This design comes from an exercise in tuning for small area on the open sky130 flow, not from production work. The RTL was checked by simulation tests, not by an equivalence proof against the original design. The clock input has no modelled driver; a real chip could not lean on it and would need a root buffer or a full tree. Power figures rest on the tool's default switching activity, not on a simulated workload.

--- flow/flow/run.sh ---
#!/bin/bash
# Standard ORFS layout with three changes: the port buffers are the smallest
# buffer (buf_1); CTS adds no dummy loads; and after CTS a hook (my_cts.tcl)
# replaces the clock tree with a two-level one (root buffer -> leaf buffers
# over equal groups of flip-flops). Full output of make in flow_make.log.
set -euo pipefail
export MYCTS_LEAVES=9
here=$(pwd)
export CTS_ARGS="-sink_clustering_enable -repair_clock_nets -dont_use_dummy_load -buf_list sky130_fd_sc_hd__clkbuf_8"
export BUFFER_PORTS_ARGS="-buffer_cell sky130_fd_sc_hd__buf_1"
export POST_CTS_TCL="$here/flow/my_cts.tcl"
bash standard.sh finish > flow_make.log 2>&1
--- flow/flow/my_cts.tcl ---
# Post-CTS hook: replace the H-tree built by clock_tree_synthesis with a
# two-level tree: clock port -> one root buffer -> MYCTS_LEAVES leaf buffers, each
# driving an equal share of the flip-flops, split by recursive bisection of
# their placement. Then legalize.
set nleaf    [expr {[info exists ::env(MYCTS_LEAVES)] ? $::env(MYCTS_LEAVES) : 10}]
set leafcell [expr {[info exists ::env(MYCTS_LEAF)] ? $::env(MYCTS_LEAF) : "sky130_fd_sc_hd__clkbuf_8"}]
set rootcell [expr {[info exists ::env(MYCTS_ROOT)] ? $::env(MYCTS_ROOT) : "sky130_fd_sc_hd__clkbuf_8"}]

set db [ord::get_db]
set block [ord::get_db_block]
set clk [$block findNet clock]

# remove the buffers CTS made, and their nets
set sinks {}
foreach inst [$block getInsts] {
  set m [[$inst getMaster] getName]
  if {[string match "clkbuf_*" [$inst getName]] && [string match "sky130_fd_sc_hd__clkbuf_*" $m]} {
    lappend dead $inst
  }
}
puts "my_cts: removing [llength $dead] CTS buffers"
foreach inst $dead { odb::dbInst_destroy $inst }
foreach net [$block getNets] {
  if {[string match "clknet_*" [$net getName]]} { odb::dbNet_destroy $net }
}
foreach inst [$block getInsts] {
  set it [$inst findITerm CLK]
  if {$it != "NULL" && [[$inst getMaster] isSequential]} {
    set loc [$inst getLocation]
    lappend sinks [list [lindex $loc 0] [lindex $loc 1] $it]
  }
}
puts "my_cts: [llength $sinks] sinks"

proc bisect {items k axis} {
  if {$k <= 1} { return [list $items] }
  set s [lsort -integer -index $axis $items]
  set k1 [expr {$k / 2}]
  set h [expr {([llength $s] * $k1 + $k / 2) / $k}]
  set na [expr {1 - $axis}]
  return [concat [bisect [lrange $s 0 [expr {$h - 1}]] $k1 $na] \
                 [bisect [lrange $s $h end] [expr {$k - $k1}] $na]]
}
# split first along the longer side
set xs [lsort -integer [lmap s $sinks {lindex $s 0}]]
set ys [lsort -integer [lmap s $sinks {lindex $s 1}]]
set axis [expr {([lindex $xs end] - [lindex $xs 0]) >= ([lindex $ys end] - [lindex $ys 0]) ? 0 : 1}]
set groups [bisect $sinks $nleaf $axis]

set lm [$db findMaster $leafcell]
set rm [$db findMaster $rootcell]
set rootnet [odb::dbNet_create $block clknet_root]
$rootnet setSigType CLOCK
$clk setSigType CLOCK
set sx 0; set sy 0; set k 0
foreach g $groups {
  set cx 0; set cy 0
  foreach s $g { incr cx [lindex $s 0]; incr cy [lindex $s 1] }
  set cx [expr {$cx / [llength $g]}]; set cy [expr {$cy / [llength $g]}]
  set b [odb::dbInst_create $block $lm clkbuf_leaf_$k]
  $b setLocation $cx $cy
  $b setPlacementStatus PLACED
  $b setSourceType TIMING
  set n [odb::dbNet_create $block clknet_leaf_$k]
  $n setSigType CLOCK
  [$b findITerm A] connect $rootnet
  [$b findITerm X] connect $n
  foreach s $g {
    set it [lindex $s 2]
    $it disconnect
    $it connect $n
  }
  puts "my_cts: leaf $k at $cx $cy drives [llength $g]"
  incr sx $cx; incr sy $cy; incr k
}
set r [odb::dbInst_create $block $rm clkbuf_root]
$r setLocation [expr {$sx / $k}] [expr {$sy / $k}]
$r setPlacementStatus PLACED
$r setSourceType TIMING
[$r findITerm A] connect $clk
[$r findITerm X] connect $rootnet

detailed_placement
check_placement -verbose
estimate_parasitics -placement
report_clock_skew
report_worst_slack -min
report_worst_slack -max
--- flow/standard.sh ---
#!/bin/bash
# synth_recipe.tcl (not shown) runs the flow's synth.tcl, then flattens the netlist and writes it again
# the make line also repeats each setting of config.mk as NAME=value (left out here)
make -C /OpenROAD-flow-scripts/flow DESIGN_CONFIG=/design/flow/config.mk WORK_HOME=/design/flow/orfs CLKGATE_MAP_FILE= SYNTH_SCRIPT=/design/flow/synth_recipe.tcl "${@:-finish}"
--- flow/config.mk ---
export PLATFORM = sky130hd
export DESIGN_NAME = my_chip
export DESIGN_NICKNAME = my_chip
export VERILOG_FILES = /design/flow/design.v
export SDC_FILE = /design/flow/constraint.sdc
export NUM_CORES = 4
export LEC_CHECK = 0
export CAP_MARGIN = 20
export CORE_MARGIN = 2
export CORE_UTILIZATION = 70
export CTS_BUF_LIST = sky130_fd_sc_hd__clkbuf_8
export PLACE_DENSITY = 0.8
export SLEW_MARGIN = 20
--- flow/constraint.sdc ---
create_clock -name core_clock -period 10.0 [get_ports {clock}]
set_input_delay 2.0000 -clock core_clock [delete_from_list [all_inputs] [get_ports {clock}]]
set_output_delay 2.0000 -clock core_clock [all_outputs]
set_load 0.01 [all_outputs]
--- flow/design.v ---
`default_nettype none
module Synchronizer
  (input logic async,
   input logic clock,
   output logic sync);
  logic tmp1;
  always_ff @(posedge clock)
    tmp1 <= async;
  always_ff @(posedge clock)
    sync <= tmp1;
endmodule : Synchronizer
`default_nettype none
module DotTree (input logic [15:0] pp0, pp1,
                output logic [8:0] s);
    function automatic logic [1:0] fa(input logic a, b, c);
        fa = {(a & b) | (a & c) | (b & c), a ^ b ^ c};
    endfunction
    function automatic logic [1:0] ha(input logic a, b);
        ha = {a & b, a ^ b};
    endfunction
    logic d_s1, d_c1, d_s2, d_c2, d_s3, d_c3, d_s4, d_c4, d_s5, d_c5, d_s6, d_c6, d_s7, d_c7, d_s8, d_c8, d_s9, d_c9, d_s10, d_c10, d_s11, d_c11, d_s12, d_c12, d_s13, d_c13, d_s14, d_c14, d_s15, d_c15, d_s16, d_c16, d_s17, d_c17, d_s18, d_c18, d_s19, d_c19, d_s20, d_c20, d_s21, d_c21, d_s22, d_c22, d_s23, d_c23, d_s24, d_c24, d_s25, d_c25, d_s26, d_c26, d_s27, d_c27, d_s28, d_c28;
    HalfAdd d_h1(.a(pp0[0]), .b(pp1[0]), .co(d_c1), .s(d_s1));
    FullAdd d_f2(.a(pp0[1]), .b(pp0[4]), .c(pp1[1]), .co(d_c2), .s(d_s2));
    FullAdd d_f3(.a(pp1[4]), .b(d_c1), .c(d_s2), .co(d_c3), .s(d_s3));
    FullAdd d_f4(.a(pp0[2]), .b(pp0[5]), .c(pp0[8]), .co(d_c4), .s(d_s4));
    FullAdd d_f5(.a(pp1[2]), .b(pp1[5]), .c(pp1[8]), .co(d_c5), .s(d_s5));
    FullAdd d_f6(.a(d_c2), .b(d_c3), .c(d_s4), .co(d_c6), .s(d_s6));
    HalfAdd d_h7(.a(d_s5), .b(d_s6), .co(d_c7), .s(d_s7));
    FullAdd d_f8(.a(pp0[3]), .b(pp0[6]), .c(pp0[9]), .co(d_c8), .s(d_s8));
    FullAdd d_f9(.a(pp0[12]), .b(pp1[3]), .c(pp1[6]), .co(d_c9), .s(d_s9));
    FullAdd d_f10(.a(pp1[9]), .b(pp1[12]), .c(d_c4), .co(d_c10), .s(d_s10));
    FullAdd d_f11(.a(d_c5), .b(d_c6), .c(d_c7), .co(d_c11), .s(d_s11));
    FullAdd d_f12(.a(d_s8), .b(d_s9), .c(d_s10), .co(d_c12), .s(d_s12));
    HalfAdd d_h13(.a(d_s11), .b(d_s12), .co(d_c13), .s(d_s13));
    FullAdd d_f14(.a(pp0[7]), .b(pp0[10]), .c(pp0[13]), .co(d_c14), .s(d_s14));
    FullAdd d_f15(.a(pp1[7]), .b(pp1[10]), .c(pp1[13]), .co(d_c15), .s(d_s15));
    FullAdd d_f16(.a(d_c8), .b(d_c9), .c(d_c10), .co(d_c16), .s(d_s16));
    FullAdd d_f17(.a(d_c11), .b(d_c12), .c(d_c13), .co(d_c17), .s(d_s17));
    FullAdd d_f18(.a(d_s14), .b(d_s15), .c(d_s16), .co(d_c18), .s(d_s18));
    HalfAdd d_h19(.a(d_s17), .b(d_s18), .co(d_c19), .s(d_s19));
    FullAdd d_f20(.a(pp0[11]), .b(pp0[14]), .c(pp1[11]), .co(d_c20), .s(d_s20));
    FullAdd d_f21(.a(pp1[14]), .b(d_c14), .c(d_c15), .co(d_c21), .s(d_s21));
    FullAdd d_f22(.a(d_c16), .b(d_c17), .c(d_c18), .co(d_c22), .s(d_s22));
    FullAdd d_f23(.a(d_c19), .b(d_s20), .c(d_s21), .co(d_c23), .s(d_s23));
    HalfAdd d_h24(.a(d_s22), .b(d_s23), .co(d_c24), .s(d_s24));
    FullAdd d_f25(.a(pp0[15]), .b(pp1[15]), .c(d_c20), .co(d_c25), .s(d_s25));
    FullAdd d_f26(.a(d_c21), .b(d_c22), .c(d_c23), .co(d_c26), .s(d_s26));
    FullAdd d_f27(.a(d_c24), .b(d_s25), .c(d_s26), .co(d_c27), .s(d_s27));
    FullAdd d_f28(.a(d_c25), .b(d_c26), .c(d_c27), .co(d_c28), .s(d_s28));
    assign s = {d_c28, d_s28, d_s27, d_s24, d_s19, d_s13, d_s7, d_s3, d_s1};
endmodule : DotTree
module SumAdd (input logic [8:0] s, sp, input logic cin,
               output logic [9:0] c);
    function automatic logic [1:0] fa(input logic a, b, c);
        fa = {(a & b) | (a & c) | (b & c), a ^ b ^ c};
    endfunction
    function automatic logic [1:0] ha(input logic a, b);
        ha = {a & b, a ^ b};
    endfunction
    logic e_s1, e_c1, e_s2, e_c2, e_s3, e_c3, e_s4, e_c4, e_s5, e_c5, e_s6, e_c6, e_s7, e_c7, e_s8, e_c8, e_s9, e_c9;
    FullAdd e_f1(.a(cin), .b(s[0]), .c(sp[0]), .co(e_c1), .s(e_s1));
    FullAdd e_f2(.a(s[1]), .b(sp[1]), .c(e_c1), .co(e_c2), .s(e_s2));
    FullAdd e_f3(.a(s[2]), .b(sp[2]), .c(e_c2), .co(e_c3), .s(e_s3));
    FullAdd e_f4(.a(s[3]), .b(sp[3]), .c(e_c3), .co(e_c4), .s(e_s4));
    FullAdd e_f5(.a(s[4]), .b(sp[4]), .c(e_c4), .co(e_c5), .s(e_s5));
    FullAdd e_f6(.a(s[5]), .b(sp[5]), .c(e_c5), .co(e_c6), .s(e_s6));
    FullAdd e_f7(.a(s[6]), .b(sp[6]), .c(e_c6), .co(e_c7), .s(e_s7));
    FullAdd e_f8(.a(s[7]), .b(sp[7]), .c(e_c7), .co(e_c8), .s(e_s8));
    FullAdd e_f9(.a(s[8]), .b(sp[8]), .c(e_c8), .co(e_c9), .s(e_s9));
    assign c = {e_c9, e_s9, e_s8, e_s7, e_s6, e_s5, e_s4, e_s3, e_s2, e_s1};
endmodule : SumAdd
module FullAdd (input logic a, b, c, output logic co, s);
    assign co = (a & b) | (a & c) | (b & c);
    assign s = a ^ b ^ c;
endmodule : FullAdd
module HalfAdd (input logic a, b, output logic co, s);
    assign co = a & b;
    assign s = a ^ b;
endmodule : HalfAdd
`default_nettype none
module my_chip (
    input logic [11:0] io_in,  
    output logic [11:0] io_out,  
    input logic clock,
    input logic reset  
);
    function automatic logic [4:0] inc5(input logic [4:0] x, input logic cin);
        logic c;
        c = cin;
        for (int b = 0; b < 5; b++) begin
            inc5[b] = x[b] ^ c;
            c = x[b] & c;
        end
    endfunction
    logic [11:0] in_s;
    logic rst;
    genvar g;
    generate
        for (g = 0; g < 12; g = g + 1) begin : sync
            Synchronizer s(.async(io_in[g]), .clock(clock), .sync(in_s[g]));
        end
    endgenerate
    Synchronizer sync_rst(.async(reset), .clock(clock), .sync(rst));
    wire [7:0] din   = in_s[7:0];
    wire       enter = in_s[8];
    wire       sw    = in_s[9];
    wire [1:0] opin  = in_s[11:10];
    logic en_d, pe_d, sw_d;
    wire pe = enter & ~en_d;
    wire ps = sw & ~sw_d;
    always_ff @(posedge clock) begin
        en_d <= enter;
        pe_d <= pe;
        sw_d <= sw;
    end
    logic ph;
    always_ff @(posedge clock)
        if (rst) ph <= 1'b0;
        else     ph <= ~ph;
    logic [4:0] pc;
    logic [1:0] op;
    always_ff @(posedge clock)
        if (rst) pc <= 5'd0;
        else pc <= inc5(pc, pe_d & ~pc[4] | pc[4] & ~pc[1]);
    always_ff @(posedge clock)
        if (pe_d & (pc == 5'd15)) op <= opin;
    wire       full = pc[4];
    wire [2:0] wring = pc[3] ? {1'b1, pc[1], pc[0]} : {1'b0, pc[2], pc[1]};
    wire       wslot = pc[3] ? pc[2] : pc[0];
    wire       wgo   = (pe | pe_d) & ~full & (ph ^ wslot);
    logic [63:0] P0, P1;
    generate
        for (g = 0; g < 8; g = g + 1) begin : ring
            always_ff @(posedge clock) begin
                P1[8*g+7:8*g] <= P0[8*g+7:8*g];
                P0[8*g+7:8*g] <= (wgo && wring == g) ? din : P1[8*g+7:8*g];
            end
        end
    endgenerate
    wire  err = full & (op == 2'b01);
    wire  fin = pc[4] & pc[1] & ~(op == 2'b01);
    logic [4:0] n;
    wire  [4:0] np = inc5(n, fin);
    always_ff @(posedge clock)
        if (rst) n <= 5'd0;
        else if (ps) n <= np;
    wire [1:0] i = np[4:3];
    wire [1:0] j = np[2:1];
    logic [3:0] X0, X1, Y0, Y1;
    always_comb begin
        case (i)
            2'd0: {X0, X1} = P0[7:0];
            2'd1: {X0, X1} = P0[15:8];
            2'd2: {X0, X1} = P0[23:16];
            default: {X0, X1} = P0[31:24];
        endcase
        case (j)
            2'd0: begin Y0 = P0[39:36]; Y1 = P0[55:52]; end
            2'd1: begin Y0 = P0[35:32]; Y1 = P0[51:48]; end
            2'd2: begin Y0 = P0[47:44]; Y1 = P0[63:60]; end
            default: begin Y0 = P0[43:40]; Y1 = P0[59:56]; end
        endcase
    end
    wire mul = ~op[1];
    wire sub = op[1] & op[0];
    wire [3:0] aval = (ph == j[1]) ? (j[0] ? X1 : X0) : 4'd0;
    wire [3:0] bval = (ph == i[1]) ? ((i[0] ? Y1 : Y0) ^ {4{sub}}) : 4'd0;
    logic [15:0] pp0, pp1;    
    wire [3:0] Y0g = {Y0[3:1] & {3{mul}}, Y0[0]};
    wire [3:0] X1g = {X1[3:1] & {3{mul}}, X1[0]};
    always_comb
        for (int a = 0; a < 4; a++)
            for (int b = 0; b < 4; b++) begin
                pp0[4*a+b] = X0[a] & Y0g[b];
                pp1[4*a+b] = X1g[a] & Y1[b];
                if (b == 0) pp0[4*a+b] = mul ? X0[a] & Y0[b] : aval[a];
                if (a == 0) pp1[4*a+b] = mul ? X1[a] & Y1[b] : bval[b];
            end
    logic [8:0] S, Sp;
    DotTree dot(.pp0(pp0), .pp1(pp1), .s(S));
    always_ff @(posedge clock)
        Sp <= S;
    logic [9:0] C;
    SumAdd sum(.s(S), .sp(Sp), .cin(sub), .c(C));
    wire [9:0] Cf = {C[9:5], C[4] ^ sub, C[3:0]};
    logic [4:0] R;
    always_ff @(posedge clock)
        if (~fin | ps)
            R <= np[0] ? Cf[4:0] : Cf[9:5];
    assign io_out[4:0]  = R;
    assign io_out[5]    = fin;
    assign io_out[6]    = err;
    assign io_out[10:7] = n[4:1];
    assign io_out[11]   = 1'b0;
endmodule
==> results of run 1 <==
==> logic make-up after synthesis <==
group / count (synthesis) / synth area share (%)
adder cells (fa/ha/maj): 45 / 11.8
other: 1 / 0.0554
XOR/XNOR: 10 / 1.61
AO/OA/AOI/OAI: 27 / 2.86
AND/OR/NAND/NOR: 81 / 6.93
multiplexers: 92 / 17.5
buffers and inverters: 54 / 3.83
flip-flops: 184 / 55.4
==> layer usage <==
layer,track usage (%),part of all wire [%]
met5,0,0
met4,7.38,2.7
met3,2.80,3.4
met2,41.6,49
met1,31.8,45
==> per-stage QoR <==
step | setup WS (ps) | instances | area (sq um)
6_report | 685 | 638 | 7040
2_1_floorplan | 1520 | 494 | 6770
5_1_grt | 121 | 638 | 7040
3_5_place_dp | 715 | 628 | 6900
3_3_place_gp | 1010 | 628 | 6900
==> worst max-delay path: cells and delay by family (launching register included) <==
kind                     cells  cell delay, ps
AO/OA/AOI/OAI                4             690
adder cells (fa/ha/maj)     17            5840
flip-flops                   1             600
XOR/XNOR                     1             560
multiplexers                 1             650
buffers and inverters        8             730
==> final cells by class, without the clock buffers <==
class,count,area share (%)
Tap cell,129,2.29
Inverter,34,1.81
Sequential cell,184,53.4
Timing Repair Buffer,25,1.39
Multi-Input combinational cell,256,39.2
==> state kept, by name, indices dropped and copies added (netlist names) <==
name and cells:
sync_rst.sync 1, pe_d 1, sw_d 1, P0 64, op 2, R 5, en_d 1, sync.s.sync 12
n 5, sync.s.tmp1 12, P1 64, pc 5, ph 1, sync_rst.tmp1 1, Sp 9
==> power groups by stage <==
stage | logic (mW) | registers [mW] | clock network, mW
after floorplan | 0.0680 | 0.809 | 0
after global placement | 0.0814 | 0.819 | 0
after detailed placement | 0.0856 | 0.820 | 0
after global routing | 0.0941 | 0.808 | 0.314
final | 0.0857 | 0.803 | 0.284
==> final timing paths <==
check	start	end	slack, ps	depth (start not counted)
worst max-delay path	op[1]	R[4]	690	31
worst min-delay path	sync[11].s.tmp1	sync[11].s.sync	330	0
worst max register to register	op[1]	R[4]	690	31
worst min register to register	sync[11].s.tmp1	sync[11].s.sync	330	0
==> cell usage after synthesis, drive strengths merged (3+ instances only) <==
cell,number,share of area [%]
dfxtp,177,52
mux2,69,11
inv,34,1.9
nand2,32,1.9
fa,31,9.2
nor2,16,1.0
buf,14,1.5
ha,14,2.6
mux4,14,4.7
and3,9,0.91
mux2i,9,1.3
edfxtp,7,3.1
nor2b,7,0.76
xnor2,7,1.0
a22oi,6,0.67
and2,6,0.55
clkbuf,6,0.48
a21oi,4,0.30
o21ai,4,0.30
o22ai,4,0.37
nand3,3,0.37
nor3,3,0.46
o2bb2ai,3,0.39
==> flow_summary.json, run 1 <==
{
  "wl_um": 11600,
  "critPathSlowestCell": "mux4_2",
  "p_sw_share_pct": 22.0,
  "n_fill_cell": 620,
  "worstPathRequired_ps": 10150,
  "crit_fanout": 14,
  "skew_ps": 14.7,
  "final_cell_mix": "177 x dfxtp_1, 69 x mux2_2, 34 x inv_1",
  "design_power_total_mw": 1.17,
  "dpl.hpwl_um": 8650,
  "critPathArrivalTime_ps": 9460,
  "num_rows": 35,
  "register_area_sq_mm": 0.00375,
  "dieArea_sq_mm": 0.0105,
  "insertedDiodeCount": 0,
  "finalSetupViolCount": 0,
  "synth_cells": 494,
  "clk_pin_slew_ps": 120,
  "grt_max_degree": 22,
  "drc_errors": 0,
  "insertion_delay_ps": 400,
  "power_leakage_nw": 2.91,
  "peakVddDrop_uv": 208,
  "pwr-share-seq_pct": 68.5,
  "ios": 26,
  "grt_first_pass_wirelength_um": 19200,
  "ys.flop_type": "dfxtp_1",
  "critPathMostFrequentCell": "fa_1",
  "synth_seq_cells": 184,
  "fin_setup_tns_ps": 0,
  "worstMarginPinSlew_ps": 794,
  "nNetsFinal": 570,
  "whs_ps": 330,
  "slew_headroom_pct": 46.9,
  "vias": 3522,
  "fin_crit_ps": 9310,
  "hold_class": "register to register",
  "synth_warnings": 2,
  "avgViaCountPerCell": 5.52,
  "antenna_found_initial": 0,
  "async_flop_share_pct": 0,
  "ys_seq_area_share_pct": 55.4,
  "rsz0062_at_grt": "no",
  "synth_area_sq_mm": 0.00677,
  "slowest_delay_ps": 650,
  "cts_sinks": 184,
  "maxCapViolations": 0,
  "gr-total-overflow": 0,
  "drt_iter0_markers": 134,
  "start_util_pct": 72.6,
  "p_int_mw": 0.915,
  "grt_pass1_vias": 3743,
  "period_share_pct": 93.1,
  "maxClockFrequency_mhz": 107,
  "startpoint_type": "register",
  "dr.pass1.iters": 4,
  "chipHeight_um": 102,
  "switchingPower_mw": 0.258,
  "worstSetupEndpointType": "register",
  "fin_util_pct": 75.4,
  "place_congestion": 0.929,
  "power_density_mw_per_mm2": 167,
  "hold_viol": 0,
  "grtUsageTotal_pct": 24.0,
  "port_buffers": 24,
  "die_x_um": 102,
  "finalMaxSlewViolations": 0,
  "ys_types": 48,
  "synth_area_per_cell_sq_um": 13.7,
  "core_area_sq_mm": 0.00933,
  "clkPwrFrac_pct": 24.2,
  "synth_edf_count": 7,
  "ant_nets": 0,
  "final_common_cell": "dfxtp_1",
  "share_comb_of_total_power_pct": 7.3,
  "wl_per_cell_um": 18.1,
  "syn2layout_area_growth_pct": 3.92,
  "outcome": "complete, no violations",
  "multi_input_area_sq_mm": 0.00276,
  "crit_type": "register to register",
  "layout-drive-gt1-share_pct": 21.0
}
==> run 2: changes to the inputs <==
--- a/flow/flow/run.sh
+++ b/flow/flow/run.sh
@@ -4,7 +4,7 @@
 # replaces the clock tree with a two-level one (root buffer -> leaf buffers
 # over equal groups of flip-flops). Full output of make in flow_make.log.
 set -euo pipefail
-export MYCTS_LEAVES=9
+export MYCTS_LEAVES=10
 here=$(pwd)
 export CTS_ARGS="-sink_clustering_enable -repair_clock_nets -dont_use_dummy_load -buf_list sky130_fd_sc_hd__clkbuf_8"
 export BUFFER_PORTS_ARGS="-buffer_cell sky130_fd_sc_hd__buf_1"
==> run 2 against run 1 <==
Fmax is 0.26% higher. Global-route usage is 0.16 points higher. Clock power is 5% higher. Synthesized area stayed put. Highest routed layer unchanged. Combinational power hardly changed. Synthesized cell count stayed put. Hold slack better by 4.6 ps. First-iteration DRC count is 31% lower. Die area stayed put. Via count hardly changed. Largest cell class unchanged. Power is 1.1% higher. Clock skew is 0.81 ps lower.
==> flow_summary.json, run 2 <==
{
  "power_density_mw_per_mm2": 168,
  "skew_ps": 13.9,
  "worstSetupEndpointType": "register",
  "ys_seq_area_share_pct": 55.4,
  "dpl_cell_area_sq_mm": 0.00690,
  "synth_edf_count": 7,
  "synthTopCellsByArea": "dfxtp_1 52%, mux2_2 11%, fa_1 9.2%",
  "worstPathRequired_ps": 10160,
  "drt_iter0_markers": 92,
  "final_common_cell": "dfxtp_1",
  "chipHeight_um": 102,
  "critPathMostFrequentCell": "fa_1",
  "pwr-share-seq_pct": 67.7,
  "maxClockFrequency_mhz": 108,
  "design_area_sq_mm": 0.00705,
  "n_fill_cell": 625,
  "ys.flop_type": "dfxtp_1",
  "antenna_found_initial": 0,
  "dieArea_sq_mm": 0.0105,
  "holdPathStages": 0,
  "insertion_delay_ps": 420,
  "worstMarginPinSlew_ps": 828,
  "finalMaxSlewViolations": 0,
  "hold_viol": 0,
  "yosysTopAreaCell": "dfxtp_1",
  "slew_headroom_pct": 44.5,
  "fin_crit_ps": 9290,
  "clkPwrFrac_pct": 25.1,
  "final_cell_mix": "177 x dfxtp_1, 69 x mux2_2, 34 x inv_1",
  "crit_fanout": 14,
  "maxCapViolations": 0,
  "reg2reg_depth": 31,
  "startpoint_type": "register",
  "hold_class": "register to register",
  "avgViaCountPerCell": 5.51,
  "num_rows": 35,
  "drc_errors": 0,
  "start_util_pct": 72.6,
  "ios": 26,
  "ant_nets": 0,
  "insertedDiodeCount": 0,
  "critPathArrivalTime_ps": 9450,
  "rsz0062_at_grt": "no",
  "period_share_pct": 92.9,
  "switchingPower_mw": 0.262,
  "ys_types": 48,
  "syn2layout_area_growth_pct": 4.12,
  "cts_sinks": 184,
  "grt_max_degree": 20,
  "synth_warnings": 2,
  "outcome": "complete, no violations",
  "grt_pass1_vias": 3776,
  "power_leakage_nw": 2.92,
  "critPathSlowestCell": "mux4_2",
  "gr-total-overflow": 0,
  "reg_top3": "P0 x64, P1 x64",
  "synth_area_sq_mm": 0.00677,
  "layout-drive-gt1-share_pct": 21.2,
  "slowest_delay_ps": 650,
  "synth_cells": 494,
  "synth_area_per_cell_sq_um": 13.7,
  "p_sw_share_pct": 22.1,
  "design_power_total_mw": 1.19,
  "place_inst": 628,
  "die_x_um": 102,
  "vias": 3519,
  "stdcell_count": 639,
  "grtUsageTotal_pct": 24.1,
  "dr.pass1.iters": 4,
  "netlist.area_leader.share_pct": 52.3,
  "nNetsFinal": 571,
  "crit_type": "register to register",
  "fin_setup_tns_ps": 0,
  "async_flop_share_pct": 0,
  "share_comb_of_total_power_pct": 7.2,
  "clk_pin_slew_ps": 110,
  "fin_util_pct": 75.6,
  "wl_um": 11700,
  "port_buffers": 24,
  "grt_first_pass_wirelength_um": 19300,
  "peakVddDrop_uv": 173,
  "core_area_sq_mm": 0.00933,
  "finalSetupViolCount": 0,
  "p_int_mw": 0.923,
  "place_congestion": 0.929,
  "yosysMostFrequentCell": "dfxtp_1",
  "wl_per_cell_um": 18.3,
  "synthTopCellsByCount": "177 x dfxtp_1, 69 x mux2_2, 34 x inv_1",
  "dpl.hpwl_um": 8650,
  "synth_seq_cells": 184
}
==> run 2: power by group through the flow <==
stage | Clock, mW | Sequential [mW] | Combinational (mW)
final | 0.297 | 0.803 | 0.0856
after global routing | 0.328 | 0.808 | 0.0940
after global placement | 0 | 0.819 | 0.0814
after floorplan | 0 | 0.809 | 0.0680
after detailed placement | 0 | 0.820 | 0.0856
==> run 2: logic make-up (layout without fill, tap and decap cells) <==
logic type               count (synthesis)  in the layout  share of synthesized area, %
flip-flops                             184            184                          55.4
multiplexers                            92             92                          17.5
AND/OR/NAND/NOR                         81             81                          6.93
buffers and inverters                   54             70                          3.83
adder cells (fa/ha/maj)                 45             45                          11.8
AO/OA/AOI/OAI                           27             27                          2.86
XOR/XNOR                                10             10                          1.61
other                                    1              1                        0.0554
==> run 2: worst paths after layout <==
check / start / to / slack [ps]
setup / recovery: op[1] / R[4] / 710
hold / removal: sync[5].s.tmp1 / sync[5].s.sync / 330
setup reg to reg: op[1] / R[4] / 710
hold reg to reg: sync[5].s.tmp1 / sync[5].s.sync / 330
==> run 2: layout make-up, without the clock buffers <==
class	count	area (sq um)	area share (%)
Multi-Input combinational cell	256	2760	39.1
Sequential cell	184	3750	53.2
Tap cell	129	161	2.29
Timing Repair Buffer	25	97.6	1.38
Inverter	34	128	1.81
==> run 2: layer usage <==
layer	GRT usage, %	part of all wire, %	vias to the layer above
li1	-	-	1683
met4	6.26	2.3	0
met3	3.76	3.8	21
met2	42.4	50	62
met1	31.5	44	1753
met5	0	0	-
==> run 2: per-stage QoR <==
stage / hold WS (ps) / setup slack (ps)
finish: 335 / 709
global route: 344 / 135
detailed placement: 313 / 715
global placement: 310 / 1010
floorplan: 310 / 1520
==> run 2: worst max-delay path, delay by kind of cell (launching register included) <==
| kind | cells | cell delay [ps] |
|---|---|---|
| flip-flops | 1 | 580 |
| AO/OA/AOI/OAI | 4 | 690 |
| multiplexers | 1 | 650 |
| XOR/XNOR | 1 | 570 |
| adder cells (fa/ha/maj) | 17 | 5850 |
| buffers and inverters | 8 | 730 |
==> run 3: changes to the inputs <==
==> flow/flow/run.sh (replaced) <==
#!/bin/bash
# Standard ORFS layout with four changes: synthesis maps logic with an
# area-oriented ABC script (flow/synth.tcl, flow/abc_area.script); the port buffers are the smallest
# buffer (buf_1); CTS adds no dummy loads; and after CTS a hook (my_cts.tcl)
# replaces the clock tree with a two-level one (root buffer -> leaf buffers
# over equal groups of flip-flops). Full output of make in flow_make.log.
set -euo pipefail
export MYCTS_LEAVES=10
here=$(pwd)
export CTS_ARGS="-sink_clustering_enable -repair_clock_nets -dont_use_dummy_load -buf_list sky130_fd_sc_hd__clkbuf_8"
export BUFFER_PORTS_ARGS="-buffer_cell sky130_fd_sc_hd__buf_1"
export POST_CTS_TCL="$here/flow/my_cts.tcl"
export MY_ABC_SCRIPT="$here/flow/abc_area.script"
bash standard.sh SYNTH_SCRIPT="$here/flow/synth.tcl" finish > flow_make.log 2>&1
==> flow/flow/abc_area.script (new file) <==
strash
dch
map -a
topo
==> flow/flow/synth.tcl (new file) <==
# The standard synthesis script (synth_recipe.tcl), except that ABC maps
# with flow/abc_area.script (area-oriented, no buffering or upsizing)
# instead of ORFS's speed script. Registers are untouched by ABC.
proc synth {args} { yosys synth -nofsm -noshare {*}$args }
proc abc {args} {
  set i [lsearch $args -script]
  if {$i >= 0} { set args [lreplace $args [expr {$i+1}] [expr {$i+1}] $::env(MY_ABC_SCRIPT)] }
  yosys abc {*}$args
}
source $::env(SCRIPTS_DIR)/synth.tcl
# left out here: clear keep_hierarchy, flatten, clean up, hide names made inside functions, write 1_2_yosys.v
==> run 3 against run 2 <==
Global-route usage up 4.5 points. Sequential cell count unchanged. First-iteration DRC count up 150%. Sequential share of layout area up 2.1 points. Clock power up 3%. Hold slack better by 2.2 ps. Routed wire length up 17%. Via count up 25%. Critical path type unchanged. Largest cell class unchanged. Highest routed layer unchanged.
==> flow_summary.json, run 3 <==
{
  "yosysTopAreaCell": "dfxtp_1",
  "crit_fanout": 9,
  "startpoint_type": "register",
  "layout-drive-gt1-share_pct": 3.75,
  "power_leakage_nw": 2.60,
  "drc_errors": 0,
  "r2r_end": "R[2]",
  "place_congestion": 0.946,
  "worstSetupEndpointType": "register",
  "netlist.area_leader.share_pct": 55.3,
  "synth_area_sq_mm": 0.00641,
  "core_area_sq_mm": 0.00881,
  "multi_input_area_sq_mm": 0.00234,
  "dieArea_sq_mm": 0.00994,
  "num_rows": 34,
  "avgViaCountPerCell": 5.69,
  "whs_ps": 337,
  "final_common_cell": "dfxtp_1",
  "power_density_mw_per_mm2": 183,
  "ios": 26,
  "synth_area_per_cell_sq_um": 10.1,
  "cts_sinks": 184,
  "synth_cells": 633,
  "start_util_pct": 72.8,
  "n_fill_cell": 601,
  "gr-total-overflow": 0,
  "final_cell_mix": "177 x dfxtp_1, 122 x nand2_1, 88 x o21ai_0",
  "peakVddDrop_uv": 206,
  "ys_seq_area_share_pct": 58.6,
  "dpl.hpwl_um": 10000,
  "die_x_um": 99.7,
  "clk_pin_slew_ps": 110,
  "fin_crit_ps": 9400,
  "critPathSlowestCell": "fa_1",
  "antenna_found_initial": 0,
  "insertion_delay_ps": 420,
  "hold_class": "register to register",
  "port_buffers": 24,
  "wl_um": 13700,
  "critPathArrivalTime_ps": 9580,
  "synth_warnings": 2,
  "worstMarginPinSlew_ps": 751,
  "synthTopCellsByCount": "177 x dfxtp_1, 122 x nand2_1, 91 x o21ai_0",
  "wl_per_cell_um": 17.6,
  "hold_viol": 0,
  "holdPathStages": 0,
  "fin_setup_tns_ps": 0,
  "synth_seq_cells": 184,
  "ys_types": 26,
  "ys.flop_type": "dfxtp_1",
  "syn2layout_area_growth_pct": 5.84,
  "outcome": "complete, no violations",
  "hp-start": "sync[8].s.tmp1",
  "maxClockFrequency_mhz": 106,
  "rsz0062_at_grt": "no",
  "finalMaxSlewViolations": 0,
  "hold_end": "sync[8].s.sync",
  "drt_iter0_markers": 227,
  "register_area_sq_mm": 0.00375,
  "critPathMostFrequentCell": "fa_1",
  "crit_type": "register to register",
  "maxCapViolations": 0,
  "async_flop_share_pct": 0,
  "dr.pass1.iters": 5,
  "skew_ps": 19.9,
  "slowest_delay_ps": 520,
  "period_share_pct": 94.0,
  "finalSetupViolCount": 0,
  "ant_nets": 0,
  "reg_top3": "P0 x64, P1 x64",
  "insertedDiodeCount": 0,
  "synth_edf_count": 7,
  "grt_max_degree": 20,
  "yosysMostFrequentCell": "dfxtp_1",
  "nNetsFinal": 728,
  "grt_first_pass_wirelength_um": 22300,
  "worstPathRequired_ps": 10180,
  "reg2reg_depth": 34,
  "synthTopCellsByArea": "dfxtp_1 55%, fa_1 9.7%, nand2_1 7.1%",
  "r2r-start": "op[1]",
  "grt_pass1_vias": 4500,
  "slew_headroom_pct": 49.7,
  "r2r_slack_ps": 600,
  "grtUsageTotal_pct": 28.6,
  "chipHeight_um": 99.7,
  "vias": 4408
}
## run 3: cell count changes in the layout (fill, tap and decap cells not counted), sizes merged, moves of 9 or more
cell / delta
nand2: +90
o21ai: +87
clkinv: +70
mux2: -66
inv: -33
nor2: +26
mux4: -14
a22oi: +10
a21oi: +9
and3: -9
mux2i: -9
## run 3: cells by family after synthesis
family | count (synthesis) | share of synthesized area [%]
AOI/OAI and AO/OA | 137 | 11.9
xor gates and xnor gates | 3 | 0.410
adders and majority gates | 45 | 12.4
buffers and inverters | 78 | 4.98
DFF | 184 | 58.6
muxes | 3 | 0.527
other | 1 | 0.0585
and+or+nand+nor | 182 | 11.1
## run 3: area by class of cell, without the clock buffers
type / instances / share of cell area [%]
sequential: 184 / 55.3
multi-input combinational: 371 / 34.5
tap: 108 / 1.99
timing repair buffer: 30 / 1.99
inverter: 71 / 3.93
## run 3: power by group
group / total, mW / internal [mW] / switching [mW]
Combinational: 0.124 / 0.0445 / 0.0793
Sequential: 0.814 / 0.789 / 0.0258
Clock: 0.305 / 0.0999 / 0.205
## run 3: worst max-delay path: cells and delay by family, from the launching register on
family / cells / cell delay [ps]
simple gates: 3 / 810
flops: 1 / 460
fa+ha+maj: 17 / 5900
buf+inv: 9 / 1030
mux: 1 / 270
compound gates: 4 / 680
## run 3: layer usage
layer	GRT usage, %	vias to the layer above	routed length, um
met5	0	-	0
met4	6.64	0	295
met3	4.08	27	725
met2	50.2	121	6770
met1	37.9	2144	5870
li1	-	2116	-
## run 3: worst max-delay path by stage
stage	from	end	slack (ps)	cells past startpoint
after global routing	op[1]	R[3]	30	35
after detailed placement	op[1]	R[2]	230	35
final	op[1]	R[2]	600	34
after floorplan	op[1]	R[2]	1210	35
after global placement	op[1]	R[2]	660	35
## run 3: stage by stage
| stage | power [mW] | setup slack, ps | std cells | utilization, % | cell area, sq um |
|---|---|---|---|---|---|
| after global routing | 1.29 | 25.9 | 775 | 77.0 | 6780 |
| after global placement | 0.941 | 656 | 761 | 75.0 | 6600 |
| after floorplan | 0.902 | 1210 | 633 | - | 6410 |
| final | 1.24 | 598 | 775 | 77.0 | 6780 |
| after detailed placement | 0.950 | 229 | 761 | 75.0 | 6600 |
==> run 4: changes to the inputs <==
==> flow/flow/abc_area.script (replaced) <==
strash
dch
map -a
strash
dch
map -a
topo
==> run 4 against run 3 <==
Still clean on timing, DRC and antenna. Via count fell by 0.52%. Core utilization barely moved. Clock skew fell by 4.1 ps. Critical path type unchanged.
==> flow_summary.json, run 4 <==
{
  "holdPathStages": 0,
  "synth_seq_cells": 184,
  "synthTopCellsByArea": "dfxtp_1 55%, fa_1 9.7%, o21ai_0 7.9%",
  "whs_ps": 336,
  "final_common_cell": "dfxtp_1",
  "start_util_pct": 72.7,
  "maxCapViolations": 0,
  "vias": 4385,
  "synth_edf_count": 7,
  "port_buffers": 24,
  "antenna_found_initial": 0,
  "dr.pass1.iters": 5,
  "worstPathRequired_ps": 10180,
  "dieArea_sq_mm": 0.00993,
  "hold_viol": 0,
  "async_flop_share_pct": 0,
  "outcome": "complete, no violations",
  "power_leakage_nw": 2.59,
  "die_x_um": 99.6,
  "hp-start": "sync[7].s.tmp1",
  "maxClockFrequency_mhz": 105,
  "period_share_pct": 94.9,
  "dpl.hpwl_um": 10200,
  "r2r_slack_ps": 510,
  "netlist.area_leader.share_pct": 55.3,
  "ant_nets": 0,
  "num_rows": 34,
  "layout-drive-gt1-share_pct": 3.75,
  "grt_first_pass_wirelength_um": 22200,
  "fin_util_pct": 77.0,
  "wl_per_cell_um": 17.9,
  "critPathSlowestCell": "fa_1",
  "insertion_delay_ps": 430,
  "fin_setup_tns_ps": 0,
  "yosysMostFrequentCell": "dfxtp_1",
  "chipHeight_um": 99.6,
  "core_area_sq_mm": 0.00881,
  "skew_ps": 15.8,
  "synthTopCellsByCount": "177 x dfxtp_1, 115 x nand2_1, 101 x o21ai_0",
  "synth_cells": 632,
  "slew_headroom_pct": 55.4,
  "synth_area_per_cell_sq_um": 10.1,
  "reg2reg_depth": 36,
  "ys_types": 27,
  "r2r-start": "op[1]",
  "avgViaCountPerCell": 5.66,
  "critPathArrivalTime_ps": 9670,
  "rsz0062_at_grt": "no",
  "finalSetupViolCount": 0,
  "grt_pass1_vias": 4404,
  "cts_sinks": 184,
  "ys.flop_type": "dfxtp_1",
  "wl_um": 13900,
  "fin_ws_ps": 513,
  "grtUsageTotal_pct": 28.9,
  "drc_errors": 0,
  "final_cell_mix": "177 x dfxtp_1, 115 x nand2_1, 100 x o21ai_0",
  "synth_warnings": 2,
  "insertedDiodeCount": 0,
  "syn2layout_area_growth_pct": 5.88,
  "reg_top3": "P0 x64, P1 x64",
  "peakVddDrop_uv": 220,
  "ios": 26,
  "slowest_delay_ps": 490,
  "place_ws_ps": 377,
  "finalMaxSlewViolations": 0,
  "grt_max_degree": 20,
  "gr-total-overflow": 0,
  "startpoint_type": "register",
  "synth_area_sq_mm": 0.00640,
  "clk_pin_slew_ps": 110,
  "crit_type": "register to register",
  "crit_fanout": 13,
  "drt_iter0_markers": 248,
  "place_congestion": 0.943,
  "nNetsFinal": 728,
  "fin_crit_ps": 9490,
  "hold_end": "sync[7].s.sync",
  "r2r_end": "R[2]",
  "ys_seq_area_share_pct": 58.6,
  "hold_class": "register to register",
  "worstSetupEndpointType": "register",
  "worstMarginPinSlew_ps": 667,
  "yosysTopAreaCell": "dfxtp_1",
  "power_density_mw_per_mm2": 183
}
==> run 4: changes by cell type after synthesis, moves of 2 or more <==
| cell | change |
|---|---|
| a22oi_1 | -2 |
| a31o_2 | +2 |
| a31oi_1 | -4 |
| nand2_1 | -7 |
| nand3_1 | +5 |
| nor2_1 | -3 |
| o21a_1 | -3 |
| o21ai_0 | +10 |
==> run 4: final cells by class, without the clock buffers <==
type,instances,area (sq um)
Fill cell,589,2030
Inverter,72,270
Multi-Input combinational cell,369,2330
Sequential cell,184,3750
Tap cell,108,135
Timing Repair Buffer,31,143
==> run 4: logic make-up after synthesis <==
family          after synthesis  share of synthesized area (%)
compound gates              138                           11.7
xor+xnor                      4                          0.547
fa+ha+maj                    45                           12.4
buf+inv                      79                           5.04
flops                       184                           58.6
mux                           3                          0.528
other cells                   1                         0.0586
simple gates                178                           11.0
==> run 4: worst max-delay path by stage <==
stage | start | slack (ps) | to
global route | op[1] | 3 | R[2]
detailed placement | op[1] | 380 | R[2]
global placement | op[1] | 630 | R[2]
floorplan | op[1] | 1180 | R[2]
finish | op[1] | 510 | R[2]
==> run 4: critical path, delay by kind of cell (launching register included) <==
kind,cells,cell delay (ps)
DFF,1,470
adders and majority gates,17,5840
muxes,1,270
AOI/OAI and AO/OA,3,390
and+or+nand+nor,5,1160
buffers and inverters,10,1110
==> run 4: power by group <==
| part | total [mW] | internal (mW) | switching [mW] |
|---|---|---|---|
| Sequential | 0.814 | 0.789 | 0.0256 |
| Combinational | 0.126 | 0.0456 | 0.0806 |
| Clock | 0.301 | 0.0996 | 0.201 |
==> run 4: metal layers <==
layer  global-route usage, %  vias to the layer above  part of all wire, %
li1                        -                     2111                    -
met1                    37.9                     2072                   42
met2                    49.3                      152                   49
met3                    3.94                       50                  5.0
met4                    10.7                        0                  4.0
met5                       0                        -                    0
==> run 4: per-stage QoR <==
| stage | area, sq um | power, mW | instances |
|---|---|---|---|
| 2_1_floorplan | 6400 | 0.903 | 632 |
| 3_3_place_gp | 6610 | 0.947 | 762 |
| 3_5_place_dp | 6610 | 0.953 | 762 |
| 5_1_grt | 6780 | 1.29 | 775 |
| 6_report | 6780 | 1.24 | 775 |
==> run 5: changes to the inputs <==
==> flow/flow/run.sh (replaced) <==
#!/bin/bash
# Standard ORFS layout with four changes: synthesis maps logic with an
# area-oriented ABC script (flow/synth.tcl, flow/abc_area.script), with the
# FullAdd and HalfAdd modules kept whole until the end of synthesis; the port buffers are the smallest
# buffer (buf_1); CTS adds no dummy loads; and after CTS a hook (my_cts.tcl)
# replaces the clock tree with a two-level one (root buffer -> leaf buffers
# over equal groups of flip-flops). Full output of make in flow_make.log.
set -euo pipefail
export MYCTS_LEAVES=10
here=$(pwd)
export CTS_ARGS="-sink_clustering_enable -repair_clock_nets -dont_use_dummy_load -buf_list sky130_fd_sc_hd__clkbuf_8"
export BUFFER_PORTS_ARGS="-buffer_cell sky130_fd_sc_hd__buf_1"
export POST_CTS_TCL="$here/flow/my_cts.tcl"
export MY_ABC_SCRIPT="$here/flow/abc_area.script"
export SYNTH_KEEP_MODULES="FullAdd HalfAdd"
bash standard.sh SYNTH_SCRIPT="$here/flow/synth.tcl" finish > flow_make.log 2>&1
==> run 5 against run 4 <==
Still clean. Register-to-register slack better by 70 ps. Core utilization is 0.38 points lower. Clock skew is 6.9 ps higher. First-iteration DRC count increased by 3.6%. Global-route usage is 2.1 points lower. Hold slack got worse by 21 ps. Fmax increased by 0.79%. Sequential cell count did not move. Sequential power grew 1%. Routed wire length is 8.1% lower. Critical path type unchanged. Largest power group unchanged.
==> flow_summary.json, run 5 <==
{
  "yosysTopAreaCell": "dfxtp_1",
  "clk_pin_slew_ps": 120,
  "ys_seq_area_share_pct": 58.9,
  "peakVddDrop_uv": 179,
  "worstPathRequired_ps": 10170,
  "slew_headroom_pct": 42.6,
  "grt_pass1_vias": 4071,
  "num_rows": 34,
  "synth-xor-area-share_pct": 0.550,
  "synth_cells": 521,
  "wl_per_cell_um": 19.4,
  "insertion_delay_ps": 420,
  "finalMaxSlewViolations": 0,
  "final_cell_mix": "177 x dfxtp_1, 68 x mux2_2, 66 x nor2_1",
  "fin_setup_tns_ps": 0,
  "gr-total-overflow": 0,
  "synth_adder_area_share_pct": 12.6,
  "avgViaCountPerCell": 5.77,
  "place_congestion": 0.903,
  "worstSetupEndpointType": "register",
  "hold_class": "register to register",
  "vias": 3799,
  "design_power_total_mw": 1.24,
  "startpoint_type": "register",
  "die_x_um": 99.4,
  "synth_area_sq_mm": 0.00637,
  "crit_type": "register to register",
  "hold_viol": 0,
  "dpl.hpwl_um": 9380,
  "r2r_slack_ps": 590,
  "drt_iter0_markers": 257,
  "power_leakage_nw": 2.86,
  "start_util_pct": 72.7,
  "fin_crit_ps": 9410,
  "synth_area_per_cell_sq_um": 12.2,
  "syn2layout_area_growth_pct": 5.32,
  "grt_use_met3_pct": 3.44,
  "grt_busiest_layer": "met2",
  "outcome": "complete, no violations",
  "final_common_cell": "dfxtp_1",
  "drc_errors": 0,
  "synthMuxAreaShare_pct": 12.3,
  "yosys.area_share.simple_pct": 7.20,
  "synth_edf_count": 7,
  "synthTopCellsByArea": "dfxtp_1 56%, mux2_2 12%, fa_1 10%",
  "ys.flop_type": "dfxtp_1",
  "worstMarginPinSlew_ps": 859,
  "critPathArrivalTime_ps": 9580,
  "place_inst": 647,
  "ant_nets": 0,
  "reg_top3": "P0 x64, P1 x64",
  "grt_use_met2_pct": 47.5,
  "synthTopCellsByCount": "177 x dfxtp_1, 68 x mux2_2, 67 x nor2_1",
  "port_buffers": 24,
  "ys_types": 23,
  "grt_max_degree": 20,
  "cts_sinks": 184,
  "dr.pass1.iters": 5,
  "rsz0062_at_grt": "no",
  "synth_top_family_by_area": "adder cells",
  "antenna_found_initial": 0,
  "skew_ps": 22.7,
  "use_met1_pct": 35.2,
  "synth_seq_cells": 184,
  "synth_compound_gate_area_share_pct": 6.12,
  "insertedDiodeCount": 0,
  "core_area_sq_mm": 0.00876,
  "power_density_mw_per_mm2": 185,
  "yosysMostFrequentCell": "dfxtp_1",
  "nNetsFinal": 611,
  "netlist.area_leader.share_pct": 55.6,
  "stdcell_count": 658,
  "synth_warnings": 2,
  "ios": 26,
  "grtUsageTotal_pct": 26.8,
  "wl_um": 12700,
  "dieArea_sq_mm": 0.00988,
  "maxClockFrequency_mhz": 106,
  "finalSetupViolCount": 0,
  "async_flop_share_pct": 0,
  "period_share_pct": 94.1,
  "crit_fanout": 18,
  "grt_first_pass_wirelength_um": 20700,
  "chipHeight_um": 99.4,
  "layout-drive-gt1-share_pct": 15.8,
  "maxCapViolations": 0
}
-- run 5: changes by cell type in the layout (fill, tap and decap cells not counted), sizes merged, moves of 4 or more --
cell | previous run | this run
buf | 31 | 25
mux2 | 3 | 68
o22ai | 1 | 8
nand3 | 16 | 8
o21ai | 101 | 33
a22oi | 14 | 10
nor2 | 39 | 67
clkinv | 72 | 23
nand2 | 115 | 37
-- run 5: layer usage --
layer	vias to the layer above	part of all wire, %
li1	1803	-
met1	1862	44
met2	106	50
met3	28	3.9
met4	0	2.2
met5	-	0
-- run 5: final cells by class, without the clock buffers --
type | instances | area, sq um
flip-flops and latches | 184 | 3750
multi-input cells | 306 | 2480
fillers | 570 | 2050
well taps | 108 | 135
repair buffers | 25 | 97.6
inverters | 24 | 90.1
-- run 5: report_power, final --
| group | internal [mW] | switching (mW) | leakage (nW) | total (mW) |
|---|---|---|---|---|
| sequential | 0.792 | 0.0312 | 1.53 | 0.823 |
| clock | 0.0997 | 0.199 | 0.0791 | 0.298 |
| combinational | 0.0509 | 0.0706 | 1.26 | 0.122 |
-- run 5: worst paths after layout --
| check | end | startpoint | cells after the start |
|---|---|---|---|
| setup / recovery | R[3] | op[1] | 27 |
| hold / removal | sync[11].s.sync | sync[11].s.tmp1 | 0 |
| setup reg to reg | R[3] | op[1] | 27 |
| hold reg to reg | sync[11].s.sync | sync[11].s.tmp1 | 0 |
-- run 5: Yosys stat by module, one instance, submodules excluded --
| module | flip-flops and latches | cell area (sq um) | cells inside |
|---|---|---|---|
| HalfAdd | 0 | 12.5 | 1 |
| FullAdd | 0 | 20.0 | 1 |
| my_chip | 184 | 5670 | 484 |
-- run 5: cell families after synthesis --
group / count (synthesis)
xor+xnor: 4
fa+ha+maj: 45
mux: 70
buf+inv: 31
simple gates: 117
other cells: 1
compound gates: 69
flops: 184
-- run 5: critical path: stages (launching register included) --
cell and delay [ps]:
edfxtp_1 430, clkinv_1 250, a211oi_2 370, ha_1 240
ha_1 160, clkinv_1 70, nor2_1 90, ha_1 440
nor2_1 510, nand2_1 110, nand3_1 120, o21ai_0 220
o22ai_1 320, fa_1 470, fa_1 400, fa_1 470
ha_1 200, fa_1 440, ha_1 220, fa_1 430
ha_1 230, fa_1 430, fa_1 470, fa_1 410
fa_1 500, fa_1 460, fa_1 430, mux2_2 270
-- run 5: metrics by stage --
| step | cell area, sq um | hold slack [ps] | setup WS, ps | utilization [%] |
|---|---|---|---|---|
| final | 6710 | 315 | 587 | 76.6 |
| after floorplan | 6370 | 310 | 1280 | - |
| after global routing | 6710 | 330 | 135 | 76.6 |
| after global placement | 6550 | 310 | 766 | 74.8 |
| after detailed placement | 6550 | 314 | 269 | 74.8 |
==> run 6: changes to the inputs <==
--- a/flow/design.v
+++ b/flow/design.v
@@ -146,43 +146,46 @@
         else if (ps) n <= np;
     wire [1:0] i = np[4:3];
     wire [1:0] j = np[2:1];
-    logic [3:0] X0, X1, Y0, Y1;
+    logic [3:0] Ahi, Alo, Y0n, Y1n;
     always_comb begin
         case (i)
-            2'd0: {X0, X1} = P0[7:0];
-            2'd1: {X0, X1} = P0[15:8];
-            2'd2: {X0, X1} = P0[23:16];
-            default: {X0, X1} = P0[31:24];
+            2'd0: {Ahi, Alo} = P0[7:0];
+            2'd1: {Ahi, Alo} = P0[15:8];
+            2'd2: {Ahi, Alo} = P0[23:16];
+            default: {Ahi, Alo} = P0[31:24];
         endcase
         case (j)
-            2'd0: begin Y0 = P0[39:36]; Y1 = P0[55:52]; end
-            2'd1: begin Y0 = P0[35:32]; Y1 = P0[51:48]; end
-            2'd2: begin Y0 = P0[47:44]; Y1 = P0[63:60]; end
-            default: begin Y0 = P0[43:40]; Y1 = P0[59:56]; end
+            2'd0: begin Y0n = P0[39:36]; Y1n = P0[55:52]; end
+            2'd1: begin Y0n = P0[35:32]; Y1n = P0[51:48]; end
+            2'd2: begin Y0n = P0[47:44]; Y1n = P0[63:60]; end
+            default: begin Y0n = P0[43:40]; Y1n = P0[59:56]; end
         endcase
     end
+    wire add = op[1];
     wire mul = ~op[1];
     wire sub = op[1] & op[0];
-    wire [3:0] aval = (ph == j[1]) ? (j[0] ? X1 : X0) : 4'd0;
-    wire [3:0] bval = (ph == i[1]) ? ((i[0] ? Y1 : Y0) ^ {4{sub}}) : 4'd0;
+    wire cA  = add & (ph == j[1]);
+    wire cB  = add & (ph == i[1]);
+    wire [3:0] X0 = (add & j[0]) ? Alo : Ahi;
+    wire [3:0] Y1 = (add & ~i[0]) ? Y0n : Y1n;
+    wire [3:0] Y0 = mul ? Y0n : {3'b000, cA};
+    wire [3:0] X1 = mul ? Alo : {{3{sub & cB}}, cB};
     logic [15:0] pp0, pp1;    
-    wire [3:0] Y0g = {Y0[3:1] & {3{mul}}, Y0[0]};
-    wire [3:0] X1g = {X1[3:1] & {3{mul}}, X1[0]};
-    always_comb
+    always_comb begin
         for (int a = 0; a < 4; a++)
             for (int b = 0; b < 4; b++) begin
-                pp0[4*a+b] = X0[a] & Y0g[b];
-                pp1[4*a+b] = X1g[a] & Y1[b];
-                if (b == 0) pp0[4*a+b] = mul ? X0[a] & Y0[b] : aval[a];
-                if (a == 0) pp1[4*a+b] = mul ? X1[a] & Y1[b] : bval[b];
+                pp0[4*a+b] = X0[a] & Y0[b];
+                pp1[4*a+b] = X1[a] & Y1[b];
             end
+        if (!mul) pp0[13] = sub & cB & Y1[0];
+    end
     logic [8:0] S, Sp;
     DotTree dot(.pp0(pp0), .pp1(pp1), .s(S));
     always_ff @(posedge clock)
         Sp <= S;
     logic [9:0] C;
-    SumAdd sum(.s(S), .sp(Sp), .cin(sub), .c(C));
-    wire [9:0] Cf = {C[9:5], C[4] ^ sub, C[3:0]};
+    SumAdd sum(.s(S), .sp(Sp), .cin(1'b0), .c(C));
+    wire [9:0] Cf = {C[9:5] & {5{mul}}, C[4:0]};
     logic [4:0] R;
     always_ff @(posedge clock)
         if (~fin | ps)
==> flow/flow/abc_area.script (replaced) <==
strash
dch
amap
topo
==> run 6 against run 5 <==
Sequential share of layout area increased by 1.7 points. Sequential cell count unchanged. Hold slack better by 8.2 ps. Global-route usage decreased by 0.67 points. Synthesized area is 3.5% lower. Cell area fell by 2.9%. First-iteration DRC count up 8.9%. Critical path depth rose by 2. Register-to-register slack got worse by 30 ps.
==> flow_summary.json, run 6 <==
{
  "outcome": "complete, no violations",
  "clk_pin_slew_ps": 110,
  "insertedDiodeCount": 0,
  "wl_per_cell_um": 17.9,
  "dpl_cell_area_sq_mm": 0.00635,
  "avgViaCountPerCell": 5.78,
  "reg_top3": "P0 x64, P1 x64",
  "die_x_um": 97.7,
  "ys_types": 29,
  "skew_ps": 14.8,
  "critPathMostFrequentCell": "fa_1",
  "yosysMostFrequentCell": "dfxtp_1",
  "critPathSlowestCell": "edfxtp_1",
  "grt_busiest_layer": "met2",
  "ys.flop_type": "dfxtp_1",
  "dr.pass1.iters": 5,
  "worstSetupEndpointType": "register",
  "final_common_cell": "dfxtp_1",
  "start_util_pct": 71.2,
  "design_power_total_mw": 1.27,
  "ios": 26,
  "nNetsFinal": 650,
  "num_rows": 34,
  "port_buffers": 24,
  "fin_crit_ps": 9440,
  "synth_cells": 556,
  "synth_area_per_cell_sq_um": 11.1,
  "cts_sinks": 184,
  "synth_seq_cells": 184,
  "slew_headroom_pct": 31.0,
  "dpl.hpwl_um": 9070,
  "core_area_sq_mm": 0.00864,
  "critPathArrivalTime_ps": 9620,
  "finalMaxSlewViolations": 0,
  "vias": 4030,
  "drt_iter0_markers": 280,
  "ant_nets": 0,
  "worstPathRequired_ps": 10190,
  "synth_warnings": 2,
  "fin_setup_tns_ps": 0,
  "antenna_found_initial": 0,
  "grt_pass1_vias": 4092,
  "hold_viol": 0,
  "crit_type": "register to register",
  "peakVddDrop_uv": 156,
  "synth_area_sq_mm": 0.00615,
  "synthTopCellsByCount": "177 x dfxtp_1, 119 x nor2_1, 76 x a21oi_1",
  "synthTopCellsByArea": "dfxtp_1 58%, fa_1 10%, nor2_1 7.3%",
  "layout-drive-gt1-share_pct": 3.40,
  "grt_use_met3_pct": 2.88,
  "hold_class": "register to register",
  "crit_fanout": 8,
  "design_area_sq_mm": 0.00652,
  "period_share_pct": 94.4,
  "dieArea_sq_mm": 0.00955,
  "netlist.area_leader.share_pct": 57.6,
  "grt_first_pass_wirelength_um": 20100,
  "gr-total-overflow": 0,
  "startpoint_type": "register",
  "maxClockFrequency_mhz": 106,
  "insertion_delay_ps": 420,
  "place_congestion": 0.938,
  "drc_errors": 0,
  "rsz0062_at_grt": "no",
  "final_cell_mix": "177 x dfxtp_1, 114 x nor2_1, 76 x a21oi_1",
  "power_density_mw_per_mm2": 195,
  "syn2layout_area_growth_pct": 6.02,
  "wl_um": 12500,
  "use_met1_pct": 35.8,
  "synth_edf_count": 7,
  "power_leakage_nw": 2.68,
  "async_flop_share_pct": 0,
  "grt_max_degree": 20,
  "yosysTopAreaCell": "dfxtp_1",
  "worstMarginPinSlew_ps": 1030,
  "slowest_delay_ps": 510,
  "chipHeight_um": 97.7,
  "grt_use_met2_pct": 44.8,
  "finalSetupViolCount": 0,
  "maxCapViolations": 0,
  "ys_seq_area_share_pct": 61.1,
  "grtUsageTotal_pct": 26.2
}
[run 6: cell types whose count changed after synthesis, moves of 4 or more]
cell / delta
nor2b_1: +6
nand2_1: -13
nor2_1: +52
a22oi_1: -9
mux2_2: -68
o21ai_0: -19
a32o_1: +5
a21oi_1: +61
clkinv_1: +4
nand3_1: -6
a222oi_1: +12
[run 6: path summary, 6_finish.rpt]
check	cells past startpoint	slack, ps	endpoint	start
max	29	560	R[3]	op[1]
min reg2reg	0	320	sync[11].s.sync	sync[11].s.tmp1
max reg2reg	29	560	R[3]	op[1]
min	0	320	sync[11].s.sync	sync[11].s.tmp1
[run 6: cells by family (layout without fill, tap and decap cells)]
logic type	Yosys count	count (layout)	synth area share, %
other	1	2	0.0610
AND/OR/NAND/NOR	161	161	10.4
adder cells (fa/ha/maj)	45	45	13.1
flip-flops	184	184	61.1
buffers and inverters	35	67	2.56
AO/OA/AOI/OAI	130	130	12.8
[run 6: area by class of cell, without the clock buffers]
| cell class | count | area, sq um |
|---|---|---|
| inverter | 28 | 105 |
| tap | 108 | 135 |
| fill | 601 | 2120 |
| timing repair buffer | 28 | 120 |
| multi-input combinational | 338 | 2250 |
| sequential | 184 | 3750 |
[run 6: through the flow]
step	setup slack (ps)	hold slack, ps	utilization [%]	std cells
6_report	561	324	75.5	697
5_1_grt	107	324	75.5	697
3_5_place_dp	324	312	73.6	686
3_3_place_gp	740	310	73.6	686
2_1_floorplan	1010	310	-	557
[run 6: routing by layer]
metal / routed length [um] / up-vias
li1: - / 1939
met1: 5260 / 1926
met2: 6240 / 131
met3: 638 / 34
met4: 342 / 0
met5: 0 / -
[run 6: Yosys stat by module, one instance, submodules excluded]
module	flops+latches	area (sq um)	times used
my_chip	184	5450	1
FullAdd	0	20.0	32
HalfAdd	0	12.5	5
[run 6: worst max-delay path, delay by kind of cell, from the launching register on]
family | cells | cell delay [ps]
flip-flops | 1 | 510
adder cells (fa/ha/maj) | 18 | 6360
buffers and inverters | 2 | 400
AND/OR/NAND/NOR | 3 | 730
AO/OA/AOI/OAI | 6 | 1200
[run 6: power by group]
part           switching, mW  leakage [nW]  internal (mW)
logic                 0.0885          1.08         0.0619
registers             0.0266          1.53          0.796
clock network          0.202        0.0791         0.0997
total                  0.317          2.68          0.957
==> run 7: changes to the inputs <==
==> flow/flow/abc_area.script (replaced) <==
strash
dch
map -a
strash
dch
map -a
topo
==> run 7 against run 6 <==
Via count up 2.0%. Critical endpoint unchanged. First-iteration DRC count down 30%. Sequential share of layout area down 0.13 points. Global-route usage up 0.098 points. Cell area up 0.23%. Cell count up 3.9%. Synthesized area up 0.45%. Fmax up 2.2%. Largest cell class unchanged. Synthesized cell count up 4.9%.
==> flow_summary.json, run 7 <==
{
  "synthTopCellsByArea": "dfxtp_1 57%, fa_1 10%, o21ai_0 5.5%",
  "synth_area_per_cell_sq_um": 10.6,
  "synth_edf_count": 7,
  "hold_viol": 0,
  "yosys.area_share.simple_pct": 12.0,
  "insertedDiodeCount": 0,
  "synthMuxAreaShare_pct": 0,
  "slew_headroom_pct": 48.4,
  "vias": 4109,
  "num_rows": 34,
  "gr-total-overflow": 0,
  "drt_iter0_markers": 197,
  "async_flop_share_pct": 0,
  "grt_pass1_vias": 4109,
  "avgViaCountPerCell": 5.68,
  "finalSetupViolCount": 0,
  "core_area_sq_mm": 0.00864,
  "crit_fanout": 8,
  "holdPathStages": 0,
  "clk_pin_slew_ps": 110,
  "hold_class": "register to register",
  "critPathMostFrequentCell": "fa_1",
  "ant_nets": 0,
  "critPathSlowestCell": "fa_1",
  "dieArea_sq_mm": 0.00959,
  "synthTopCellsByCount": "177 x dfxtp_1, 90 x nand2_1, 75 x nor2_1",
  "worstPathRequired_ps": 10180,
  "synth-xor-area-share_pct": 0.142,
  "yosysMostFrequentCell": "dfxtp_1",
  "insertion_delay_ps": 420,
  "layout-drive-gt1-share_pct": 2.60,
  "synth_cells": 583,
  "nNetsFinal": 677,
  "port_buffers": 24,
  "period_share_pct": 92.4,
  "ys.flop_type": "dfxtp_1",
  "maxClockFrequency_mhz": 108,
  "critPathArrivalTime_ps": 9420,
  "final_common_cell": "dfxtp_1",
  "startpoint_type": "register",
  "slowest_delay_ps": 510,
  "r2r_slack_ps": 760,
  "power_leakage_nw": 2.70,
  "hp-start": "sync[10].s.tmp1",
  "antenna_found_initial": 0,
  "power_density_mw_per_mm2": 193,
  "reg_top3": "P0 x64, P1 x64",
  "skew_ps": 16.9,
  "yosysTopAreaCell": "dfxtp_1",
  "dpl.hpwl_um": 8800,
  "r2r_end": "R[3]",
  "wl_um": 12100,
  "fin_crit_ps": 9240,
  "ys_seq_area_share_pct": 60.8,
  "wl_per_cell_um": 16.7,
  "outcome": "complete, no violations",
  "dr.pass1.iters": 4,
  "cts_sinks": 184,
  "reg2reg_depth": 30,
  "hold_end": "sync[10].s.sync",
  "final_cell_mix": "177 x dfxtp_1, 90 x nand2_1, 75 x nor2_1",
  "crit_type": "register to register",
  "synth_top_family_by_area": "adder cells",
  "worstMarginPinSlew_ps": 765,
  "synth_adder_area_share_pct": 13.0,
  "synth_seq_cells": 184,
  "worstSetupEndpointType": "register",
  "place_congestion": 0.874,
  "peakVddDrop_uv": 184,
  "grt_first_pass_wirelength_um": 20300,
  "finalMaxSlewViolations": 0,
  "ios": 26,
  "fin_util_pct": 75.7,
  "chipHeight_um": 97.9,
  "grt_max_degree": 20,
  "start_util_pct": 71.5,
  "drc_errors": 0,
  "rsz0062_at_grt": "no",
  "synth_warnings": 2,
  "maxCapViolations": 0,
  "die_x_um": 97.9,
  "synth_compound_gate_area_share_pct": 11.3,
  "netlist.area_leader.share_pct": 57.4,
  "ys_types": 22,
  "fin_setup_tns_ps": 0,
  "r2r-start": "pc[1]",
  "grtUsageTotal_pct": 26.3,
  "syn2layout_area_growth_pct": 5.79,
  "synth_area_sq_mm": 0.00618
}
## run 7: kinds of logic (layout without fill, tap and decap cells)
family | after synthesis | in the layout
AOI/OAI and AO/OA | 127 | 127
buffers and inverters | 38 | 70
DFF | 184 | 184
other | 1 | 2
adders and majority gates | 45 | 45
and+or+nand+nor | 187 | 187
xor gates and xnor gates | 1 | 1
## run 7: worst max path at each step
stage           from    to
3_3_place_gp   pc[1]  R[3]
3_5_place_dp   pc[1]  R[3]
5_1_grt        pc[1]  R[3]
6_report       pc[1]  R[3]
2_1_floorplan  op[1]  R[3]
## run 7: layer usage
| metal | vias to the layer above | GRT usage, % | part of all wire (%) |
|---|---|---|---|
| met5 | - | 0 | 0 |
| met4 | 0 | 9.29 | 3.2 |
| met3 | 28 | 3.15 | 4.8 |
| met2 | 147 | 44.5 | 49 |
| met1 | 1945 | 35.3 | 43 |
| li1 | 1989 | - | - |
## run 7: worst max-delay path: cells and delay by family (launching register included)
kind                       cells  cell delay, ps
adders and majority gates     18            6330
DFF                            1             480
buffers and inverters          2             390
AOI/OAI and AO/OA              3             800
and+or+nand+nor                7            1000
## run 7: through the flow
stage	cells	power, mW	hold WS (ps)	setup slack (ps)	area, sq um
finish	724	1.26	319	762	6530
global route	724	1.31	329	140	6530
detailed placement	713	0.976	314	816	6380
global placement	713	0.966	310	1130	6380
floorplan	584	0.929	310	1390	6180
## run 7: layout make-up, without the clock buffers
type | instances | area, sq um
Fill cell | 599 | 2100
Inverter | 31 | 116
Multi-Input combinational cell | 362 | 2260
Sequential cell | 184 | 3750
Tap cell | 108 | 135
Timing Repair Buffer | 28 | 120
## run 7: Yosys stat by module (local to each module, per instance)
module   flops+latches  area [sq um]
HalfAdd              0          12.5
FullAdd              0          20.0
my_chip            184          5470
## run 7: power breakdown
group | internal (mW) | total [mW] | switching, mW
sequential | 0.797 | 0.825 | 0.0276
clock | 0.0998 | 0.298 | 0.199
combinational | 0.0524 | 0.136 | 0.0831

==> what the ideal ports hide <==
The results above use ideal ports. As a check the final layouts listed here were re-extracted and re-timed, cells and wires unchanged.
Step 1 sets driving cells, clkbuf_16 on the clock port and buf_2 on the other inputs (assumed; they add their load-dependent delay and slew).
Step 2 adds t to the input delays and takes it off the output delays; t is the mean of the earliest and latest rising clock arrival at the registers after step 1. Input paths then give back, and output paths get back, about the clock's delay inside the block.
Three values: ideal ports, drivers, drivers and shift; two values: the first two.
| run | shift t [ns] | setup slack, ns | clock arrival spread, ns | worst register clock-pin slew, ns |
|---|---|---|---|---|
| run 1 | 0.430 | 0.685 / 0.685 / 0.685 | 0.016 / 0.016 | 0.12 / 0.12 |
| run 2 | 0.447 | 0.709 / 0.709 / 0.709 | 0.015 / 0.015 | 0.11 / 0.11 |
| run 3 | 0.446 | 0.598 / 0.598 / 0.598 | 0.019 / 0.020 | 0.12 / 0.12 |
| run 4 | 0.453 | 0.513 / 0.513 / 0.513 | 0.016 / 0.016 | 0.11 / 0.11 |
| run 5 | 0.446 | 0.587 / 0.587 / 0.587 | 0.023 / 0.023 | 0.12 / 0.12 |
| run 6 | 0.448 | 0.561 / 0.561 / 0.561 | 0.015 / 0.015 | 0.11 / 0.11 |
| run 7 | 0.444 | 0.762 / 0.762 / 0.762 | 0.017 / 0.017 | 0.11 / 0.11 |
After both steps every run listed still meets setup and hold.
